Context: an optimization exercise on an open-source flow, tuned for small area and a short achievable clock period. The choices shown serve that exercise and are no tape-out recipe. The RTL was checked by simulation tests, not by an equivalence proof against the original design. No activity file was given, so power comes from the tool's default toggle rates.

==> flow/design.v (outline; a module is shown in full before it is edited, if it fits) <==
// module Ques3: 39 lines
// module alu: 1675 lines
// module rd_bit: 21 lines
// module rd_bit2: 22 lines
// module g_inv: 5 lines
// module g_nand2: 5 lines
// module g_nor2: 5 lines
// module g_nand3: 5 lines
// module g_nor3: 5 lines
// module g_nand4: 5 lines
// module g_nor4: 5 lines
// module g_xor2: 5 lines
// module g_xnor2: 5 lines
// module g_a21oi: 5 lines
// module g_a31oi: 5 lines
// module g_o21ai: 5 lines
// module g_a22oi: 5 lines
// module g_a222oi: 5 lines
// module g_mux2: 5 lines
// module g_mux2i: 5 lines
module Ques3 (out, zero, Data_in, Read_Addr_1, Read_Addr_2, Write_Addr, Write_Enable, Clock, Mux_ctrl, opcode);
  // ...
==> flow/flow/run.sh <==
#!/bin/bash
set -euo pipefail
bash standard.sh synth > synth.log 2>&1
export PRE_FLOORPLAN_TCL="$PWD/flow/downsize.tcl"
export BUFFER_PORTS_ARGS="-buffer_cell sky130_fd_sc_hd__buf_4"
bash standard.sh finish > layout.log 2>&1
==> flow/flow/downsize.tcl <==
# Set every combinational cell from synthesis to the _1 drive of its own
# function (ABC maps the design's small gate modules at high drive); the
# flow's timing repair then upsizes the cells that timing needs. Registers
# keep their cell.
set block [ord::get_db_block]
set db [ord::get_db]
set n 0
foreach inst [$block getInsts] {
  set m [$inst getMaster]
  set name [$m getName]
  if {![regexp {^(sky130_fd_sc_hd__[a-z0-9]+)_([0-9]+)$} $name -> base drive]} { continue }
  if {$drive == 1 || $drive == 0} { continue }
  if {[string match "*df*" $base] || [string match "*dl*" $base] || [string match "*conb*" $base]} { continue }
  set small [$db findMaster "${base}_1"]
  if {$small == "NULL"} { continue }
  if {[$small getWidth] >= [$m getWidth]} { continue }
  $inst swapMaster $small
  incr n
}
puts "downsize: $n cells set to drive 1"
==> flow/standard.sh <==
#!/bin/bash
# synth_recipe.tcl (not shown) runs the flow's synth.tcl, then flattens the netlist and writes it again
# the make line also repeats each setting of config.mk as NAME=value (left out here)
make -C /OpenROAD-flow-scripts/flow DESIGN_CONFIG=/design/flow/config.mk WORK_HOME=/design/flow/orfs CLKGATE_MAP_FILE= SYNTH_SCRIPT=/design/flow/synth_recipe.tcl "${@:-finish}"
==> flow/config.mk <==
export PLATFORM = sky130hd
export DESIGN_NAME = Ques3
export DESIGN_NICKNAME = Ques3
export VERILOG_FILES = /design/flow/design.v
export SDC_FILE = /design/flow/constraint.sdc
export NUM_CORES = 4
export LEC_CHECK = 0
export CAP_MARGIN = 20
export CORE_MARGIN = 2
export CORE_UTILIZATION = 55
export CTS_CLUSTER_DIAMETER = 100
export CTS_CLUSTER_SIZE = 24
export PLACE_DENSITY = 0.72
export SETUP_SLACK_MARGIN = 2.5
export SLEW_MARGIN = 20
export SYNTH_HIERARCHICAL = 1
export SYNTH_MINIMUM_KEEP_SIZE = 0
==> flow/constraint.sdc <==
create_clock -name core_clock -period 11.0 [get_ports {Clock}]
set_input_delay 2.2000 -clock core_clock [delete_from_list [all_inputs] [get_ports {Clock}]]
set_output_delay 2.2000 -clock core_clock [all_outputs]
set_load 0.01 [all_outputs]
==> results.toml, run 1 <==
[outcome]
status = "no timing/DRC/antenna violations"

[synth]
syn_inst = 3075
ys.warnings.count = 7

[finish]
largest_reg_flops = 1024
multi_input_area_sq_um = 17500
final_cell_mix = "edfxtp_1 (1024), a222oi_1 (640), buf_4 (354)"
design_area_sq_um = 55000
final-clk-cell-share_pct = 2.29
seq_cell_count = 1024
layout_commonest_cell = "edfxtp_1"
fin_cells = 4635
clock_buffers = 49
antenna_cells = 5
regArea_sq_um = 30700
seq_area_share_pct = 56.0
largest_registers = "Reg_File (1024)"

[worst_setup_path]
crit-reg2reg-capture = "Reg_File[20][30]"
setup.worst_path.start_class = "input pin"
cp-startpoint = "Read_Addr_1[1]"
critPathSlowestCell = "a222oi_1"
worstPathCellList = "buf_4 -> or3b_4 -> nor2_4 -> buf_4 -> a222oi_1 -> nand4_1 -> nor3_1 -> buf_4 -> mux2_1 -> a22oi_1 -> a22oi_1 -> a22oi_1 -> a22oi_1 -> a22oi_2 -> a22oi_2 -> nand3_2 -> buf_4"
cp.arrival_ns = 6.41

[drt]
totalWireLength_um = 193000
num_vias = 39278
met1_length_um = 60800
wl_met3_um = 34500
routedWlPerCell_um = 41.6
drtAntennaViolNets = 0
viasPerCell = 8.47

[floorplanning]
rows = 105
die_width_um = 292

[worst_hold_path]
worstHoldEndpoint = "Reg_File[8][8]"

[sta]
rsz0062_at_grt = "true"
drv_slew = 0
finalCriticalPeriod_ns = 8.61
skew_ns = 0.0358
setup_ws_ns = 2.39

[power]
ir_drop_uv = 147
p_int_w = 0.00607

[cts]
post_cts.repair.setup_buffers = 112
cts_tree = "yes"
numCtsBuffers = 48

[grt]
track_usage_pct = 43.2
gr-usage-met1_pct = 56.2

[place]
place_ws_ns = 1.23
==> run 2: changes to the inputs <==
--- a/flow/design.v
+++ b/flow/design.v
@@ -52,27 +52,28 @@
   wire shl    = (opcode == 3'd6);
   wire shr    = (opcode == 3'd7);
   wire ag     = is_and | is_or;
   wire ap     = is_xor | is_or;
   wire right  = shr;
   wire cin    = sub | inc;
   wire k0     = ~sub & ~inc;    
   wire k1     = sub & ~inc;     
-  wire big = ~&nB[31:5];
+  wire big;           
+  wire shl_ok, shr_ok;
+  wire nshl = ~shl;
+  wire nshr = ~shr;
   wire [4:0] sh = ~nBs;
   wire shk_0 = sh[0], kpk_0 = ~sh[0];
   wire shk_1 = sh[1], kpk_1 = ~sh[1];
   wire shk_2 = sh[2], kpk_2 = ~sh[2];
   wire shk_3 = sh[3], kpk_3 = ~sh[3];
   wire shk_4 = sh[4], kpk_4 = ~sh[4];
   wire shift  = shl | shr;
   wire lgc    = ~arith & ~shift;
-  wire shl_ok = shl & ~big;
-  wire shr_ok = shr & ~big;
   wire shift_big = shift & big;
   wire [31:0] nmask = ~(32'hFFFFFFFF >> sh);
   wire nb2_0;
   wire p_0;
   wire g_0;
   wire t_0;
   wire nb2_1;
   wire p_1;
@@ -748,16 +749,25 @@
   wire n2_29;
   wire n3_29;
   wire n1_30;
   wire n2_30;
   wire n3_30;
   wire n1_31;
   wire n2_31;
   wire n3_31;
+  wire bx_0;
+  wire bx_1;
+  wire bx_2;
+  wire bx_3;
+  wire bx_4;
+  wire bx_5;
+  wire bx_6;
+  wire by_0;
+  wire by_1;
   wire zx_0;
   wire zx_1;
   wire zx_2;
   wire zx_3;
   wire zx_4;
   wire zx_5;
   wire zx_6;
   wire zx_7;
@@ -1584,138 +1594,150 @@
   g_a22oi u708 (.a1(ag), .a2(g_30), .b1(ap), .b2(p_30), .y(n1_30));
   g_a22oi u709 (.a1(shl_ok), .a2(sh4_30), .b1(shr_ok), .b2(sh4_1), .y(n2_30));
   g_nand2 u710 (.a(arith), .b(sum_30), .y(n3_30));
   g_nand3 u711 (.a(n1_30), .b(n2_30), .c(n3_30), .y(out[30]));
   g_a22oi u712 (.a1(ag), .a2(g_31), .b1(ap), .b2(p_31), .y(n1_31));
   g_a22oi u713 (.a1(shl_ok), .a2(sh4_31), .b1(shr_ok), .b2(sh4_0), .y(n2_31));
   g_nand2 u714 (.a(arith), .b(sum_31), .y(n3_31));
   g_nand3 u715 (.a(n1_31), .b(n2_31), .c(n3_31), .y(out[31]));
-  g_xor2 u716 (.a(p_0), .b(cin), .y(zx_0));
-  g_xor2 u717 (.a(p_1), .b(t_0), .y(zx_1));
-  g_xor2 u718 (.a(p_2), .b(t_1), .y(zx_2));
-  g_xor2 u719 (.a(p_3), .b(t_2), .y(zx_3));
-  g_xor2 u720 (.a(p_4), .b(t_3), .y(zx_4));
-  g_xor2 u721 (.a(p_5), .b(t_4), .y(zx_5));
-  g_xor2 u722 (.a(p_6), .b(t_5), .y(zx_6));
-  g_xor2 u723 (.a(p_7), .b(t_6), .y(zx_7));
-  g_xor2 u724 (.a(p_8), .b(t_7), .y(zx_8));
-  g_xor2 u725 (.a(p_9), .b(t_8), .y(zx_9));
-  g_xor2 u726 (.a(p_10), .b(t_9), .y(zx_10));
-  g_xor2 u727 (.a(p_11), .b(t_10), .y(zx_11));
-  g_xor2 u728 (.a(p_12), .b(t_11), .y(zx_12));
-  g_xor2 u729 (.a(p_13), .b(t_12), .y(zx_13));
-  g_xor2 u730 (.a(p_14), .b(t_13), .y(zx_14));
-  g_xor2 u731 (.a(p_15), .b(t_14), .y(zx_15));
-  g_xor2 u732 (.a(p_16), .b(t_15), .y(zx_16));
-  g_xor2 u733 (.a(p_17), .b(t_16), .y(zx_17));
-  g_xor2 u734 (.a(p_18), .b(t_17), .y(zx_18));
-  g_xor2 u735 (.a(p_19), .b(t_18), .y(zx_19));
-  g_xor2 u736 (.a(p_20), .b(t_19), .y(zx_20));
-  g_xor2 u737 (.a(p_21), .b(t_20), .y(zx_21));
-  g_xor2 u738 (.a(p_22), .b(t_21), .y(zx_22));
-  g_xor2 u739 (.a(p_23), .b(t_22), .y(zx_23));
-  g_xor2 u740 (.a(p_24), .b(t_23), .y(zx_24));
-  g_xor2 u741 (.a(p_25), .b(t_24), .y(zx_25));
-  g_xor2 u742 (.a(p_26), .b(t_25), .y(zx_26));
-  g_xor2 u743 (.a(p_27), .b(t_26), .y(zx_27));
-  g_xor2 u744 (.a(p_28), .b(t_27), .y(zx_28));
-  g_xor2 u745 (.a(p_29), .b(t_28), .y(zx_29));
-  g_xor2 u746 (.a(p_30), .b(t_29), .y(zx_30));
-  g_xor2 u747 (.a(p_31), .b(t_30), .y(zx_31));
-  g_nor2 u748 (.a(zx_0), .b(zx_1), .y(zar_a0));
-  g_nor2 u749 (.a(zx_2), .b(zx_3), .y(zar_a1));
-  g_nor2 u750 (.a(zx_4), .b(zx_5), .y(zar_a2));
-  g_nor2 u751 (.a(zx_6), .b(zx_7), .y(zar_a3));
-  g_nor2 u752 (.a(zx_8), .b(zx_9), .y(zar_a4));
-  g_nor2 u753 (.a(zx_10), .b(zx_11), .y(zar_a5));
-  g_nor2 u754 (.a(zx_12), .b(zx_13), .y(zar_a6));
-  g_nor2 u755 (.a(zx_14), .b(zx_15), .y(zar_a7));
-  g_nor2 u756 (.a(zx_16), .b(zx_17), .y(zar_a8));
-  g_nor2 u757 (.a(zx_18), .b(zx_19), .y(zar_a9));
-  g_nor2 u758 (.a(zx_20), .b(zx_21), .y(zar_a10));
-  g_nor2 u759 (.a(zx_22), .b(zx_23), .y(zar_a11));
-  g_nor2 u760 (.a(zx_24), .b(zx_25), .y(zar_a12));
-  g_nor2 u761 (.a(zx_26), .b(zx_27), .y(zar_a13));
-  g_nor2 u762 (.a(zx_28), .b(zx_29), .y(zar_a14));
-  g_nor2 u763 (.a(zx_30), .b(zx_31), .y(zar_a15));
-  g_nand4 u764 (.a(zar_a0), .b(zar_a1), .c(zar_a2), .d(zar_a3), .y(zar_b0));
-  g_nand4 u765 (.a(zar_a4), .b(zar_a5), .c(zar_a6), .d(zar_a7), .y(zar_b1));
-  g_nand4 u766 (.a(zar_a8), .b(zar_a9), .c(zar_a10), .d(zar_a11), .y(zar_b2));
-  g_nand4 u767 (.a(zar_a12), .b(zar_a13), .c(zar_a14), .d(zar_a15), .y(zar_b3));
-  g_nor2 u768 (.a(zar_b0), .b(zar_b1), .y(zar_c0));
-  g_nor2 u769 (.a(zar_b2), .b(zar_b3), .y(zar_c1));
-  g_nand3 u770 (.a(arith), .b(zar_c0), .c(zar_c1), .y(t_ar));
-  g_nor2 u771 (.a(nai_0), .b(nmask[0]), .y(zy_0));
-  g_nor2 u772 (.a(nai_1), .b(nmask[1]), .y(zy_1));
-  g_nor2 u773 (.a(nai_2), .b(nmask[2]), .y(zy_2));
-  g_nor2 u774 (.a(nai_3), .b(nmask[3]), .y(zy_3));
-  g_nor2 u775 (.a(nai_4), .b(nmask[4]), .y(zy_4));
-  g_nor2 u776 (.a(nai_5), .b(nmask[5]), .y(zy_5));
-  g_nor2 u777 (.a(nai_6), .b(nmask[6]), .y(zy_6));
-  g_nor2 u778 (.a(nai_7), .b(nmask[7]), .y(zy_7));
-  g_nor2 u779 (.a(nai_8), .b(nmask[8]), .y(zy_8));
-  g_nor2 u780 (.a(nai_9), .b(nmask[9]), .y(zy_9));
-  g_nor2 u781 (.a(nai_10), .b(nmask[10]), .y(zy_10));
-  g_nor2 u782 (.a(nai_11), .b(nmask[11]), .y(zy_11));
-  g_nor2 u783 (.a(nai_12), .b(nmask[12]), .y(zy_12));
-  g_nor2 u784 (.a(nai_13), .b(nmask[13]), .y(zy_13));
-  g_nor2 u785 (.a(nai_14), .b(nmask[14]), .y(zy_14));
-  g_nor2 u786 (.a(nai_15), .b(nmask[15]), .y(zy_15));
-  g_nor2 u787 (.a(nai_16), .b(nmask[16]), .y(zy_16));
-  g_nor2 u788 (.a(nai_17), .b(nmask[17]), .y(zy_17));
-  g_nor2 u789 (.a(nai_18), .b(nmask[18]), .y(zy_18));
-  g_nor2 u790 (.a(nai_19), .b(nmask[19]), .y(zy_19));
-  g_nor2 u791 (.a(nai_20), .b(nmask[20]), .y(zy_20));
-  g_nor2 u792 (.a(nai_21), .b(nmask[21]), .y(zy_21));
-  g_nor2 u793 (.a(nai_22), .b(nmask[22]), .y(zy_22));
-  g_nor2 u794 (.a(nai_23), .b(nmask[23]), .y(zy_23));
-  g_nor2 u795 (.a(nai_24), .b(nmask[24]), .y(zy_24));
-  g_nor2 u796 (.a(nai_25), .b(nmask[25]), .y(zy_25));
-  g_nor2 u797 (.a(nai_26), .b(nmask[26]), .y(zy_26));
-  g_nor2 u798 (.a(nai_27), .b(nmask[27]), .y(zy_27));
-  g_nor2 u799 (.a(nai_28), .b(nmask[28]), .y(zy_28));
-  g_nor2 u800 (.a(nai_29), .b(nmask[29]), .y(zy_29));
-  g_nor2 u801 (.a(nai_30), .b(nmask[30]), .y(zy_30));
-  g_nor2 u802 (.a(nai_31), .b(nmask[31]), .y(zy_31));
-  g_nor2 u803 (.a(zy_0), .b(zy_1), .y(zsh_a0));
-  g_nor2 u804 (.a(zy_2), .b(zy_3), .y(zsh_a1));
-  g_nor2 u805 (.a(zy_4), .b(zy_5), .y(zsh_a2));
-  g_nor2 u806 (.a(zy_6), .b(zy_7), .y(zsh_a3));
-  g_nor2 u807 (.a(zy_8), .b(zy_9), .y(zsh_a4));
-  g_nor2 u808 (.a(zy_10), .b(zy_11), .y(zsh_a5));
-  g_nor2 u809 (.a(zy_12), .b(zy_13), .y(zsh_a6));
-  g_nor2 u810 (.a(zy_14), .b(zy_15), .y(zsh_a7));
-  g_nor2 u811 (.a(zy_16), .b(zy_17), .y(zsh_a8));
-  g_nor2 u812 (.a(zy_18), .b(zy_19), .y(zsh_a9));
-  g_nor2 u813 (.a(zy_20), .b(zy_21), .y(zsh_a10));
-  g_nor2 u814 (.a(zy_22), .b(zy_23), .y(zsh_a11));
-  g_nor2 u815 (.a(zy_24), .b(zy_25), .y(zsh_a12));
-  g_nor2 u816 (.a(zy_26), .b(zy_27), .y(zsh_a13));
-  g_nor2 u817 (.a(zy_28), .b(zy_29), .y(zsh_a14));
-  g_nor2 u818 (.a(zy_30), .b(zy_31), .y(zsh_a15));
-  g_nand4 u819 (.a(zsh_a0), .b(zsh_a1), .c(zsh_a2), .d(zsh_a3), .y(zsh_b0));
-  g_nand4 u820 (.a(zsh_a4), .b(zsh_a5), .c(zsh_a6), .d(zsh_a7), .y(zsh_b1));
-  g_nand4 u821 (.a(zsh_a8), .b(zsh_a9), .c(zsh_a10), .d(zsh_a11), .y(zsh_b2));
-  g_nand4 u822 (.a(zsh_a12), .b(zsh_a13), .c(zsh_a14), .d(zsh_a15), .y(zsh_b3));
-  g_nor2 u823 (.a(zsh_b0), .b(zsh_b1), .y(zsh_c0));
-  g_nor2 u824 (.a(zsh_b2), .b(zsh_b3), .y(zsh_c1));
-  g_a31oi u825 (.a1(shift), .a2(zsh_c0), .a3(zsh_c1), .b1(shift_big), .y(t_sh));
-  g_nand4 u826 (.a(n1_0), .b(n1_1), .c(n1_2), .d(n1_3), .y(zlg_a0));
-  g_nand4 u827 (.a(n1_4), .b(n1_5), .c(n1_6), .d(n1_7), .y(zlg_a1));
-  g_nand4 u828 (.a(n1_8), .b(n1_9), .c(n1_10), .d(n1_11), .y(zlg_a2));
-  g_nand4 u829 (.a(n1_12), .b(n1_13), .c(n1_14), .d(n1_15), .y(zlg_a3));
-  g_nand4 u830 (.a(n1_16), .b(n1_17), .c(n1_18), .d(n1_19), .y(zlg_a4));
-  g_nand4 u831 (.a(n1_20), .b(n1_21), .c(n1_22), .d(n1_23), .y(zlg_a5));
-  g_nand4 u832 (.a(n1_24), .b(n1_25), .c(n1_26), .d(n1_27), .y(zlg_a6));
-  g_nand4 u833 (.a(n1_28), .b(n1_29), .c(n1_30), .d(n1_31), .y(zlg_a7));
-  g_nor4 u834 (.a(zlg_a0), .b(zlg_a1), .c(zlg_a2), .d(zlg_a3), .y(zlg_b0));
-  g_nor4 u835 (.a(zlg_a4), .b(zlg_a5), .c(zlg_a6), .d(zlg_a7), .y(zlg_b1));
-  g_nand3 u836 (.a(lgc), .b(zlg_b0), .c(zlg_b1), .y(t_lg));
-  g_nand3 u837 (.a(t_ar), .b(t_sh), .c(t_lg), .y(zero));
+  g_nand4 u716 (.a(nB[5]), .b(nB[6]), .c(nB[7]), .d(nB[8]), .y(bx_0));
+  g_nand4 u717 (.a(nB[9]), .b(nB[10]), .c(nB[11]), .d(nB[12]), .y(bx_1));
+  g_nand4 u718 (.a(nB[13]), .b(nB[14]), .c(nB[15]), .d(nB[16]), .y(bx_2));
+  g_nand4 u719 (.a(nB[17]), .b(nB[18]), .c(nB[19]), .d(nB[20]), .y(bx_3));
+  g_nand4 u720 (.a(nB[21]), .b(nB[22]), .c(nB[23]), .d(nB[24]), .y(bx_4));
+  g_nand4 u721 (.a(nB[25]), .b(nB[26]), .c(nB[27]), .d(nB[28]), .y(bx_5));
+  g_nand3 u722 (.a(nB[29]), .b(nB[30]), .c(nB[31]), .y(bx_6));
+  g_nor4 u723 (.a(bx_0), .b(bx_1), .c(bx_2), .d(bx_3), .y(by_0));
+  g_nor3 u724 (.a(bx_4), .b(bx_5), .c(bx_6), .y(by_1));
+  g_nand2 u725 (.a(by_0), .b(by_1), .y(big));
+  g_nor2 u726 (.a(big), .b(nshl), .y(shl_ok));
+  g_nor2 u727 (.a(big), .b(nshr), .y(shr_ok));
+  g_xor2 u728 (.a(p_0), .b(cin), .y(zx_0));
+  g_xor2 u729 (.a(p_1), .b(t_0), .y(zx_1));
+  g_xor2 u730 (.a(p_2), .b(t_1), .y(zx_2));
+  g_xor2 u731 (.a(p_3), .b(t_2), .y(zx_3));
+  g_xor2 u732 (.a(p_4), .b(t_3), .y(zx_4));
+  g_xor2 u733 (.a(p_5), .b(t_4), .y(zx_5));
+  g_xor2 u734 (.a(p_6), .b(t_5), .y(zx_6));
+  g_xor2 u735 (.a(p_7), .b(t_6), .y(zx_7));
+  g_xor2 u736 (.a(p_8), .b(t_7), .y(zx_8));
+  g_xor2 u737 (.a(p_9), .b(t_8), .y(zx_9));
+  g_xor2 u738 (.a(p_10), .b(t_9), .y(zx_10));
+  g_xor2 u739 (.a(p_11), .b(t_10), .y(zx_11));
+  g_xor2 u740 (.a(p_12), .b(t_11), .y(zx_12));
+  g_xor2 u741 (.a(p_13), .b(t_12), .y(zx_13));
+  g_xor2 u742 (.a(p_14), .b(t_13), .y(zx_14));
+  g_xor2 u743 (.a(p_15), .b(t_14), .y(zx_15));
+  g_xor2 u744 (.a(p_16), .b(t_15), .y(zx_16));
+  g_xor2 u745 (.a(p_17), .b(t_16), .y(zx_17));
+  g_xor2 u746 (.a(p_18), .b(t_17), .y(zx_18));
+  g_xor2 u747 (.a(p_19), .b(t_18), .y(zx_19));
+  g_xor2 u748 (.a(p_20), .b(t_19), .y(zx_20));
+  g_xor2 u749 (.a(p_21), .b(t_20), .y(zx_21));
+  g_xor2 u750 (.a(p_22), .b(t_21), .y(zx_22));
+  g_xor2 u751 (.a(p_23), .b(t_22), .y(zx_23));
+  g_xor2 u752 (.a(p_24), .b(t_23), .y(zx_24));
+  g_xor2 u753 (.a(p_25), .b(t_24), .y(zx_25));
+  g_xor2 u754 (.a(p_26), .b(t_25), .y(zx_26));
+  g_xor2 u755 (.a(p_27), .b(t_26), .y(zx_27));
+  g_xor2 u756 (.a(p_28), .b(t_27), .y(zx_28));
+  g_xor2 u757 (.a(p_29), .b(t_28), .y(zx_29));
+  g_xor2 u758 (.a(p_30), .b(t_29), .y(zx_30));
+  g_xor2 u759 (.a(p_31), .b(t_30), .y(zx_31));
+  g_nor2 u760 (.a(zx_0), .b(zx_1), .y(zar_a0));
+  g_nor2 u761 (.a(zx_2), .b(zx_3), .y(zar_a1));
+  g_nor2 u762 (.a(zx_4), .b(zx_5), .y(zar_a2));
+  g_nor2 u763 (.a(zx_6), .b(zx_7), .y(zar_a3));
+  g_nor2 u764 (.a(zx_8), .b(zx_9), .y(zar_a4));
+  g_nor2 u765 (.a(zx_10), .b(zx_11), .y(zar_a5));
+  g_nor2 u766 (.a(zx_12), .b(zx_13), .y(zar_a6));
+  g_nor2 u767 (.a(zx_14), .b(zx_15), .y(zar_a7));
+  g_nor2 u768 (.a(zx_16), .b(zx_17), .y(zar_a8));
+  g_nor2 u769 (.a(zx_18), .b(zx_19), .y(zar_a9));
+  g_nor2 u770 (.a(zx_20), .b(zx_21), .y(zar_a10));
+  g_nor2 u771 (.a(zx_22), .b(zx_23), .y(zar_a11));
+  g_nor2 u772 (.a(zx_24), .b(zx_25), .y(zar_a12));
+  g_nor2 u773 (.a(zx_26), .b(zx_27), .y(zar_a13));
+  g_nor2 u774 (.a(zx_28), .b(zx_29), .y(zar_a14));
+  g_nor2 u775 (.a(zx_30), .b(zx_31), .y(zar_a15));
+  g_nand4 u776 (.a(zar_a0), .b(zar_a1), .c(zar_a2), .d(zar_a3), .y(zar_b0));
+  g_nand4 u777 (.a(zar_a4), .b(zar_a5), .c(zar_a6), .d(zar_a7), .y(zar_b1));
+  g_nand4 u778 (.a(zar_a8), .b(zar_a9), .c(zar_a10), .d(zar_a11), .y(zar_b2));
+  g_nand4 u779 (.a(zar_a12), .b(zar_a13), .c(zar_a14), .d(zar_a15), .y(zar_b3));
+  g_nor2 u780 (.a(zar_b0), .b(zar_b1), .y(zar_c0));
+  g_nor2 u781 (.a(zar_b2), .b(zar_b3), .y(zar_c1));
+  g_nand3 u782 (.a(arith), .b(zar_c0), .c(zar_c1), .y(t_ar));
+  g_nor2 u783 (.a(nai_0), .b(nmask[0]), .y(zy_0));
+  g_nor2 u784 (.a(nai_1), .b(nmask[1]), .y(zy_1));
+  g_nor2 u785 (.a(nai_2), .b(nmask[2]), .y(zy_2));
+  g_nor2 u786 (.a(nai_3), .b(nmask[3]), .y(zy_3));
+  g_nor2 u787 (.a(nai_4), .b(nmask[4]), .y(zy_4));
+  g_nor2 u788 (.a(nai_5), .b(nmask[5]), .y(zy_5));
+  g_nor2 u789 (.a(nai_6), .b(nmask[6]), .y(zy_6));
+  g_nor2 u790 (.a(nai_7), .b(nmask[7]), .y(zy_7));
+  g_nor2 u791 (.a(nai_8), .b(nmask[8]), .y(zy_8));
+  g_nor2 u792 (.a(nai_9), .b(nmask[9]), .y(zy_9));
+  g_nor2 u793 (.a(nai_10), .b(nmask[10]), .y(zy_10));
+  g_nor2 u794 (.a(nai_11), .b(nmask[11]), .y(zy_11));
+  g_nor2 u795 (.a(nai_12), .b(nmask[12]), .y(zy_12));
+  g_nor2 u796 (.a(nai_13), .b(nmask[13]), .y(zy_13));
+  g_nor2 u797 (.a(nai_14), .b(nmask[14]), .y(zy_14));
+  g_nor2 u798 (.a(nai_15), .b(nmask[15]), .y(zy_15));
+  g_nor2 u799 (.a(nai_16), .b(nmask[16]), .y(zy_16));
+  g_nor2 u800 (.a(nai_17), .b(nmask[17]), .y(zy_17));
+  g_nor2 u801 (.a(nai_18), .b(nmask[18]), .y(zy_18));
+  g_nor2 u802 (.a(nai_19), .b(nmask[19]), .y(zy_19));
+  g_nor2 u803 (.a(nai_20), .b(nmask[20]), .y(zy_20));
+  g_nor2 u804 (.a(nai_21), .b(nmask[21]), .y(zy_21));
+  g_nor2 u805 (.a(nai_22), .b(nmask[22]), .y(zy_22));
+  g_nor2 u806 (.a(nai_23), .b(nmask[23]), .y(zy_23));
+  g_nor2 u807 (.a(nai_24), .b(nmask[24]), .y(zy_24));
+  g_nor2 u808 (.a(nai_25), .b(nmask[25]), .y(zy_25));
+  g_nor2 u809 (.a(nai_26), .b(nmask[26]), .y(zy_26));
+  g_nor2 u810 (.a(nai_27), .b(nmask[27]), .y(zy_27));
+  g_nor2 u811 (.a(nai_28), .b(nmask[28]), .y(zy_28));
+  g_nor2 u812 (.a(nai_29), .b(nmask[29]), .y(zy_29));
+  g_nor2 u813 (.a(nai_30), .b(nmask[30]), .y(zy_30));
+  g_nor2 u814 (.a(nai_31), .b(nmask[31]), .y(zy_31));
+  g_nor2 u815 (.a(zy_0), .b(zy_1), .y(zsh_a0));
+  g_nor2 u816 (.a(zy_2), .b(zy_3), .y(zsh_a1));
+  g_nor2 u817 (.a(zy_4), .b(zy_5), .y(zsh_a2));
+  g_nor2 u818 (.a(zy_6), .b(zy_7), .y(zsh_a3));
+  g_nor2 u819 (.a(zy_8), .b(zy_9), .y(zsh_a4));
+  g_nor2 u820 (.a(zy_10), .b(zy_11), .y(zsh_a5));
+  g_nor2 u821 (.a(zy_12), .b(zy_13), .y(zsh_a6));
+  g_nor2 u822 (.a(zy_14), .b(zy_15), .y(zsh_a7));
+  g_nor2 u823 (.a(zy_16), .b(zy_17), .y(zsh_a8));
+  g_nor2 u824 (.a(zy_18), .b(zy_19), .y(zsh_a9));
+  g_nor2 u825 (.a(zy_20), .b(zy_21), .y(zsh_a10));
+  g_nor2 u826 (.a(zy_22), .b(zy_23), .y(zsh_a11));
+  g_nor2 u827 (.a(zy_24), .b(zy_25), .y(zsh_a12));
+  g_nor2 u828 (.a(zy_26), .b(zy_27), .y(zsh_a13));
+  g_nor2 u829 (.a(zy_28), .b(zy_29), .y(zsh_a14));
+  g_nor2 u830 (.a(zy_30), .b(zy_31), .y(zsh_a15));
+  g_nand4 u831 (.a(zsh_a0), .b(zsh_a1), .c(zsh_a2), .d(zsh_a3), .y(zsh_b0));
+  g_nand4 u832 (.a(zsh_a4), .b(zsh_a5), .c(zsh_a6), .d(zsh_a7), .y(zsh_b1));
+  g_nand4 u833 (.a(zsh_a8), .b(zsh_a9), .c(zsh_a10), .d(zsh_a11), .y(zsh_b2));
+  g_nand4 u834 (.a(zsh_a12), .b(zsh_a13), .c(zsh_a14), .d(zsh_a15), .y(zsh_b3));
+  g_nor2 u835 (.a(zsh_b0), .b(zsh_b1), .y(zsh_c0));
+  g_nor2 u836 (.a(zsh_b2), .b(zsh_b3), .y(zsh_c1));
+  g_a31oi u837 (.a1(shift), .a2(zsh_c0), .a3(zsh_c1), .b1(shift_big), .y(t_sh));
+  g_nand4 u838 (.a(n1_0), .b(n1_1), .c(n1_2), .d(n1_3), .y(zlg_a0));
+  g_nand4 u839 (.a(n1_4), .b(n1_5), .c(n1_6), .d(n1_7), .y(zlg_a1));
+  g_nand4 u840 (.a(n1_8), .b(n1_9), .c(n1_10), .d(n1_11), .y(zlg_a2));
+  g_nand4 u841 (.a(n1_12), .b(n1_13), .c(n1_14), .d(n1_15), .y(zlg_a3));
+  g_nand4 u842 (.a(n1_16), .b(n1_17), .c(n1_18), .d(n1_19), .y(zlg_a4));
+  g_nand4 u843 (.a(n1_20), .b(n1_21), .c(n1_22), .d(n1_23), .y(zlg_a5));
+  g_nand4 u844 (.a(n1_24), .b(n1_25), .c(n1_26), .d(n1_27), .y(zlg_a6));
+  g_nand4 u845 (.a(n1_28), .b(n1_29), .c(n1_30), .d(n1_31), .y(zlg_a7));
+  g_nor4 u846 (.a(zlg_a0), .b(zlg_a1), .c(zlg_a2), .d(zlg_a3), .y(zlg_b0));
+  g_nor4 u847 (.a(zlg_a4), .b(zlg_a5), .c(zlg_a6), .d(zlg_a7), .y(zlg_b1));
+  g_nand3 u848 (.a(lgc), .b(zlg_b0), .c(zlg_b1), .y(t_lg));
+  g_nand3 u849 (.a(t_ar), .b(t_sh), .c(t_lg), .y(zero));
 endmodule
 module rd_bit (q, sel, nd);
   input  [31:0] q, sel;
   output        nd;
   wire [10:0] l;
   wire h0, h1, h2;
   g_a222oi t0 (.a1(q[0]), .a2(sel[0]), .b1(q[1]), .b2(sel[1]), .c1(q[2]), .c2(sel[2]), .y(l[0]));
   g_a222oi t1 (.a1(q[3]), .a2(sel[3]), .b1(q[4]), .b2(sel[4]), .c1(q[5]), .c2(sel[5]), .y(l[1]));
==> run 2 against run 1 <==
Combinational power decreased by 9.5%. Die area increased by 0.14%. Sequential cell count unchanged. Highest routed layer unchanged. Still clean. First-iteration DRC count decreased by 12%. Register-to-register slack improved by 0.13 ns. Total power decreased by 1.7%. Critical path depth unchanged. Design area decreased by 3.2%. Clock skew increased by 0.0087 ns.
==> results.toml, run 2 <==
[sta]
tightest_slew_ns = 0.862
setup_violations = 0
skew_ns = 0.0445
drv_slew = 0
rsz0062_at_grt = "true"
final.setup.tns_ns = 0
finalCriticalPeriod_ns = 8.57
hold_violations = 0
clock.fmax_ghz = 0.117
relSlewSlack_pct = 42.5
period_share_pct = 77.9

[power]
power_w = 0.00872
ir_drop_uv = 133
p_leak_nw = 16.8
powerDensity_nw_per_um2 = 164

[grt]
grt_pass1_wl_um = 261000
antenna_found_initial = 8
grt_pass1_vias = 36827
track_usage_pct = 42.8
grt_max_degree = 50
overflow = 0

[floorplanning]
die_area_sq_um = 85200
core-area_sq_um = 82100
pin_count = 86
start_util_pct = 55.5
rows = 105
die_width_um = 292
die_y_um = 292

[worst_setup_path]
path_class = "in2out"
setup.worst_path.start_class = "input pin"
worstSetupEndpointType = "primary output"
required_ns = 8.80
cp_max_fo = 9
cp.arrival_ns = 6.37
cp-startpoint = "Read_Addr_2[3]"
r2r-start = "Reg_File[21][27]"

[finish]
drive_above_1_share_pct = 22.4
largest_reg_flops = 1024
top_register = "Reg_File"
largest_registers = "Reg_File (1024)"
layout_commonest_cell = "edfxtp_1"
final_cell_mix = "edfxtp_1 (1024), a222oi_1 (640), buf_4 (296)"
fin_nets = 3510
finish.utilization_pct = 64.8

[cts]
worstSkewPairLatency_ns = 0.66
clk_pin_slew_ns = 0.09
cts.sinks = 1024
numCtsBuffers = 49
clk_path_buf_depth = 3
cts_hold_buf = 0
cts_tree = "yes"
htree_levels = 2
clockRootBuffer = "clkbuf_16"

[drt]
dr.pass1.iters = 17
routedWlPerCell_um = 41.3
num_vias = 38265
drtAntennaViolNets = 0
drtIter0Drc = 10277
viasPerCell = 8.44
drc_errors = 0
totalWireLength_um = 187000

[outcome]
status = "no timing/DRC/antenna violations"

[place]
hpwl_um = 117000
io_buffer_count = 85
place_congestion = 1.02

[worst_hold_path]
hp-class = "reg2reg"
min_from = "Reg_File[28][0]"

[synth]
syn_inst = 3081
ys.warnings.count = 7
syn_nets = 3134

[job]
max_cap_violations = 0
run 2: changes by cell type in the layout (fill, tap and decap cells not counted), moves of 13 or more:
cell and change:
nand3_2 -13, nand2_1 +13, nand3_1 +14, a22oi_1 +20, buf_12 -13, nand2_2 -14, nor2_4 -24, buf_4 -58
a22oi_2 -20, a21oi_1 +17
run 2: final cells by class:
cell class | instances | area, sq um
Antenna cell | 4 | 10.0
Clock buffer | 51 | 1280
Clock inverter | 4 | 96.3
Fill cell | 5886 | 28900
Inverter | 17 | 82.6
Multi-Input combinational cell | 2019 | 16700
Sequential cell | 1024 | 30700
Tap cell | 1070 | 1340
Timing Repair Buffer | 340 | 2860
Timing Repair inverter | 6 | 42.5
run 2: path summary, 6_finish.rpt:
check / end / slack, ns / cells after the start
setup reg to reg: Reg_File[13][25] / 6.23 / 14
hold reg to reg: Reg_File[26][0] / 1.97 / 8
setup / recovery: zero / 2.43 / 17
hold / removal: Reg_File[26][0] / 1.97 / 8
run 2: where the power goes:
part,internal (W),switching (W)
sequential,0.00456,0.0000177
clock,0.000862,0.00119
combinational,0.000633,0.00146
run 2: critical path, cell delays in order:
cell and delay (ns):
buf_4 0.14, or3b_4 0.31, nor2_4 0.11, buf_4 0.19, a222oi_1 0.50, nand4_1 0.46
nor3_4 0.34, buf_12 0.15, mux2i_1 0.29, xor2_1 0.58, xor2_1 0.14, nor2_1 0.14
nand4_1 0.15, nor2_1 0.25, nand3_1 0.12, nand3_1 0.15, buf_4 0.13
run 2: repair_timing:
action,in CTS,in global routing
resized for setup,174,187
setup endpoints to repair,33,33
hold endpoints to repair,0,0
gates cloned,5,3
setup buffers,51,48
pin swaps,65,111
run 2: per-stage QoR:
step	worst slack (ns)	hold slack (ns)	instances	instance area, sq um
finish	2.43	1.97	4535	53200
global route	2.43	2.07	4531	53200
CTS	2.46	1.93	4480	51900
detailed placement	1.14	1.97	4369	49200
global placement	1.10	1.91	4368	49200
floorplan	2.53	1.57	3081	45600
run 2: layer usage:
layer	part of all wire (%)	routed length [um]	GRT usage [%]	vias to the layer above
met2	43	80800	63.7	3985
met3	16	30400	13.3	746
li1	-	-	-	14921
met4	8.2	15300	26.7	2
met1	32	60700	55.0	18611
met5	0.0059	11	0.170	-
==> module Ques3, before the edit <==
module Ques3 (out, zero, Data_in, Read_Addr_1, Read_Addr_2, Write_Addr, Write_Enable, Clock, Mux_ctrl, opcode);
  output [31:0] out;
  output zero;
  input  [31:0] Data_in;
  input  [4:0]  Read_Addr_1, Read_Addr_2, Write_Addr;
  input  [2:0]  opcode;
  input         Write_Enable, Clock, Mux_ctrl;
  reg  [31:0] Reg_File [0:31];
  wire [1023:0] q;
  genvar g, k;
  generate
    for (k = 0; k < 32; k = k + 1) begin : rd
      assign q[32*k +: 32] = Reg_File[k];
    end
  endgenerate
  wire [31:0] sel1 = 32'd1 << Read_Addr_1;
  wire [31:0] sel2 = 32'd1 << Read_Addr_2;
  wire [31:0] nA, nB;
  wire [4:0]  nBs;    
  generate
    for (g = 0; g < 32; g = g + 1) begin : bt
      wire [31:0] col;
      for (k = 0; k < 32; k = k + 1) begin : c
        assign col[k] = q[32*k + g];
      end
      rd_bit R1 (.q(col), .sel(sel1), .nd(nA[g]));
      if (g < 5) begin : s2
        rd_bit2 R2 (.q(col), .sel(sel2), .nd(nB[g]), .nd2(nBs[g]));
      end else begin : n2
        rd_bit R2 (.q(col), .sel(sel2), .nd(nB[g]));
      end
    end
  endgenerate
  alu ALU (.nA(nA), .nB(nB), .nBs(nBs), .opcode(opcode), .out(out), .zero(zero));
  wire [31:0] wdata = Mux_ctrl ? out : Data_in;
  always @(posedge Clock)
    if (Write_Enable)
      Reg_File[Write_Addr] <= wdata;
endmodule
==> run 3: changes to the inputs <==
--- a/flow/design.v
+++ b/flow/design.v
@@ -14,6 +14,17 @@
     end
   endgenerate
-  wire [31:0] sel1 = 32'd1 << Read_Addr_1;
-  wire [31:0] sel2 = 32'd1 << Read_Addr_2;
+  wire [3:0] npa1 = ~(4'd1 << Read_Addr_1[1:0]);
+  wire [7:0] npb1 = ~(8'd1 << Read_Addr_1[4:2]);
+  wire [3:0] npa2 = ~(4'd1 << Read_Addr_2[1:0]);
+  wire [7:0] npb2 = ~(8'd1 << Read_Addr_2[4:2]);
+  wire [31:0] sel1_lo, sel1_hi, sel2_lo, sel2_hi;
+  generate
+    for (k = 0; k < 32; k = k + 1) begin : dec
+      g_nor2 D1L (.a(npa1[k % 4]), .b(npb1[k / 4]), .y(sel1_lo[k]));
+      g_nor2 D1H (.a(npa1[k % 4]), .b(npb1[k / 4]), .y(sel1_hi[k]));
+      g_nor2 D2L (.a(npa2[k % 4]), .b(npb2[k / 4]), .y(sel2_lo[k]));
+      g_nor2 D2H (.a(npa2[k % 4]), .b(npb2[k / 4]), .y(sel2_hi[k]));
+    end
+  endgenerate
   wire [31:0] nA, nB;
   wire [4:0]  nBs;    
@@ -24,9 +35,11 @@
         assign col[k] = q[32*k + g];
       end
-      rd_bit R1 (.q(col), .sel(sel1), .nd(nA[g]));
+      wire [31:0] sl1 = (g < 16) ? sel1_lo : sel1_hi;
+      wire [31:0] sl2 = (g < 16) ? sel2_lo : sel2_hi;
+      rd_bit R1 (.q(col), .sel(sl1), .nd(nA[g]));
       if (g < 5) begin : s2
-        rd_bit2 R2 (.q(col), .sel(sel2), .nd(nB[g]), .nd2(nBs[g]));
+        rd_bit2 R2 (.q(col), .sel(sl2), .nd(nB[g]), .nd2(nBs[g]));
       end else begin : n2
-        rd_bit R2 (.q(col), .sel(sel2), .nd(nB[g]));
+        rd_bit R2 (.q(col), .sel(sl2), .nd(nB[g]));
       end
     end
==> run 3 against run 2 <==
Still clean on timing, DRC and antenna. Sequential cell count is the same. First-iteration DRC count shrank 3.3%. Clock skew shrank 0.014 ns. Cell count grew 3.5%. Via count grew 1.8%. Design area grew 3.7%. Largest cell class unchanged. Largest power group unchanged.
==> results.toml, run 3 <==
[drt]
dr.pass1.iters = 15
drtIter0Drc = 9941
totalWireLength_um = 186000
viasPerCell = 8.30
num_vias = 38959
drc_errors = 0
drtAntennaViolNets = 0
routedWlPerCell_um = 39.7

[power]
powerDensity_nw_per_um2 = 161
swShare_pct = 31.2
power_w = 0.00885
clockPowerShare_pct = 22.6
p_leak_nw = 17.6
power_switching_w = 0.00276
pwr-share-seq_pct = 51.7
ir_drop_uv = 150
p_int_w = 0.00609
combinationalPowerShare_pct = 25.7

[worst_setup_path]
path_class = "in2out"
cp.arrival_ns = 6.44
setup.worst_path.start_class = "input pin"
crit_buf_inv = 7
r2r-start = "Reg_File[21][16]"
crit-reg2reg-capture = "Reg_File[22][5]"
worstPathCellList = "buf_4 -> or3b_4 -> nor2_1 -> buf_6 -> a222oi_1 -> nand4_1 -> buf_4 -> nor3_4 -> buf_12 -> buf_4 -> clkinvlp_4 -> nor2_1 -> nand2_1 -> a22oi_2 -> a22oi_2 -> nor2_2 -> a22oi_2 -> nand3_1 -> buf_4"
cp_max_fo = 16
reg2reg_slack_ns = 5.79
required_ns = 8.80
critPathMaxStageDelay_ns = 0.63
cp-startpoint = "Read_Addr_2[2]"
worstSetupEndpointType = "primary output"
critical_path_depth = 19
crit_path_frequent_cell = "buf_4"
reg2regPathDepth = 12
cp_top_family = "simple AND/OR/NAND/NOR gates"
critPathSlowestCell = "a222oi_1"

[finish]
final_cell_mix = "edfxtp_1 (1024), a222oi_1 (640), buf_4 (364)"
fin_cells = 4693
fin_nets = 3666
fill_cells = 5695
largest_registers = "Reg_File (1024)"
largest_reg_flops = 1024
top_register = "Reg_File"
drive_above_1_share_pct = 27.2
design_area_sq_um = 55100
layout_commonest_cell = "edfxtp_1"

[floorplanning]
die_area_sq_um = 85600
die_y_um = 293
core-area_sq_um = 82200
die_width_um = 293
pin_count = 86
start_util_pct = 55.7
rows = 105

[outcome]
status = "no timing/DRC/antenna violations"

[grt]
overflow = 0
antenna_found_initial = 3
grt_pass1_vias = 36452
grt_pass1_wl_um = 257000
grt_max_degree = 50
track_usage_pct = 41.8

[cts]
clk_path_buf_depth = 3
numCtsBuffers = 49
clockRootBuffer = "clkbuf_16"
worstSkewPairLatency_ns = 0.66
cts.sinks = 1024
clk_pin_slew_ns = 0.10
cts_tree = "yes"
htree_levels = 2

[worst_hold_path]
worstHoldPathCells = 7
hp-class = "reg2reg"
worstHoldEndpoint = "Reg_File[16][31]"
min_from = "Reg_File[4][31]"

[sta]
tightest_slew_ns = 1.33
hold_violations = 0
skew_ns = 0.0307
final.setup.tns_ns = 0
setup_violations = 0
finalCriticalPeriod_ns = 8.64
period_share_pct = 78.6
drv_slew = 0
relSlewSlack_pct = 11.2
clock.fmax_ghz = 0.116
rsz0062_at_grt = "true"

[place]
dp_cells = 4450
place_congestion = 1.01
hpwl_um = 118000
dpl_cell_area_sq_um = 49500
io_buffer_count = 85

[job]
max_cap_violations = 0

[synth]
ys.warnings.count = 7
syn_nets = 3194
syn_inst = 3141
-- run 3: timing repair --
item / CTS / global route
gates cloned: 4 / 7
pin swaps: 84 / 169
resized for setup: 255 / 306
hold buffers: 0 / 0
setup endpoints to repair: 33 / 33
buffers inserted: 62 / 107
-- run 3: worst register-to-register path, delay by kind of cell (launching register included) --
| kind | cells | cell delay [ns] |
|---|---|---|
| buf+inv | 2 | 0.41 |
| simple gates | 7 | 2.46 |
| flops | 1 | 0.42 |
| mux | 1 | 0.86 |
| compound gates | 2 | 0.68 |
-- run 3: worst max-delay path by stage --
stage	slack, ns	to
finish	2.36	out[12]
global route	2.31	zero
CTS	2.46	out[31]
detailed placement	1.05	out[5]
global placement	1.11	out[5]
floorplan	2.50	out[28]
-- run 3: per-stage QoR --
| step | hold slack, ns | util, % | worst slack (ns) |
|---|---|---|---|
| 2_1_floorplan | 1.57 | - | 2.50 |
| 3_3_place_gp | 2.05 | 60.1 | 1.11 |
| 3_5_place_dp | 2.16 | 60.2 | 1.05 |
| 4_1_cts | 2.18 | 64.1 | 2.46 |
| 5_1_grt | 1.91 | 67.0 | 2.31 |
| 6_report | 1.82 | 67.0 | 2.36 |
-- run 3: power groups by stage --
stage	Combinational [W]	Clock (W)	Sequential, W
2_1_floorplan	0.000995	0	0.00466
3_3_place_gp	0.00172	0	0.00467
3_5_place_dp	0.00174	0	0.00467
4_1_cts	0.00190	0.00199	0.00458
5_1_grt	0.00235	0.00211	0.00458
6_report	0.00228	0.00200	0.00458
-- run 3: cell type report --
cell class	instances	area, sq um	share of cell area (%)
Timing Repair Buffer	430	3850	6.99
Clock buffer	51	1230	2.24
Multi-Input combinational cell	2084	17700	32.2
Timing Repair inverter	7	50.0	0.0908
Inverter	17	78.8	0.143
Tap cell	1070	1340	2.43
Clock inverter	6	73.8	0.134
Sequential cell	1024	30700	55.8
Antenna cell	4	10.0	0.0182
-- run 3: per-layer routing --
metal / global-route usage [%] / vias up / part of all wire [%]
met2: 62.2 / 4037 / 43
met4: 24.9 / 0 / 7.8
li1: - / 15318 / -
met5: 0 / - / 0
met3: 12.0 / 767 / 16
met1: 54.9 / 18837 / 33

port drivers added, routing unchanged:
In the flow no input, the clock included, has a driving cell. The finished layouts below were timed again as built, in two steps.
Step 1: set_driving_cell puts a clkbuf_16 on Clock and a buf_2 on each other input, an assumption about the parent block.
Step 2 moves the port delays by t, midway between the first and last clock arrival at a register: inputs arrive t later, outputs are due t later. That takes back most of the time a late clock gives input paths.
Three values: no drivers, after step 1, after step 2; two values: the first two.
| run | t (ns) | slack for setup (ns) | latest minus earliest clock arrival (ns) | slew at the worst register clock pin (ns) |
|---|---|---|---|---|
| run 1 | 0.721 | 2.391 / 2.357 / 2.357 | 0.035 / 0.036 | 0.11 / 0.11 |
| run 2 | 0.707 | 2.428 / 2.400 / 2.400 | 0.044 / 0.045 | 0.10 / 0.10 |
| run 3 | 0.718 | 2.358 / 2.304 / 2.304 | 0.031 / 0.031 | 0.10 / 0.10 |
After both steps setup and hold are still met in every run listed. The setup slack of run 3, which loses most, moves by -0.054 ns with the drivers and by -0.054 ns with both steps.
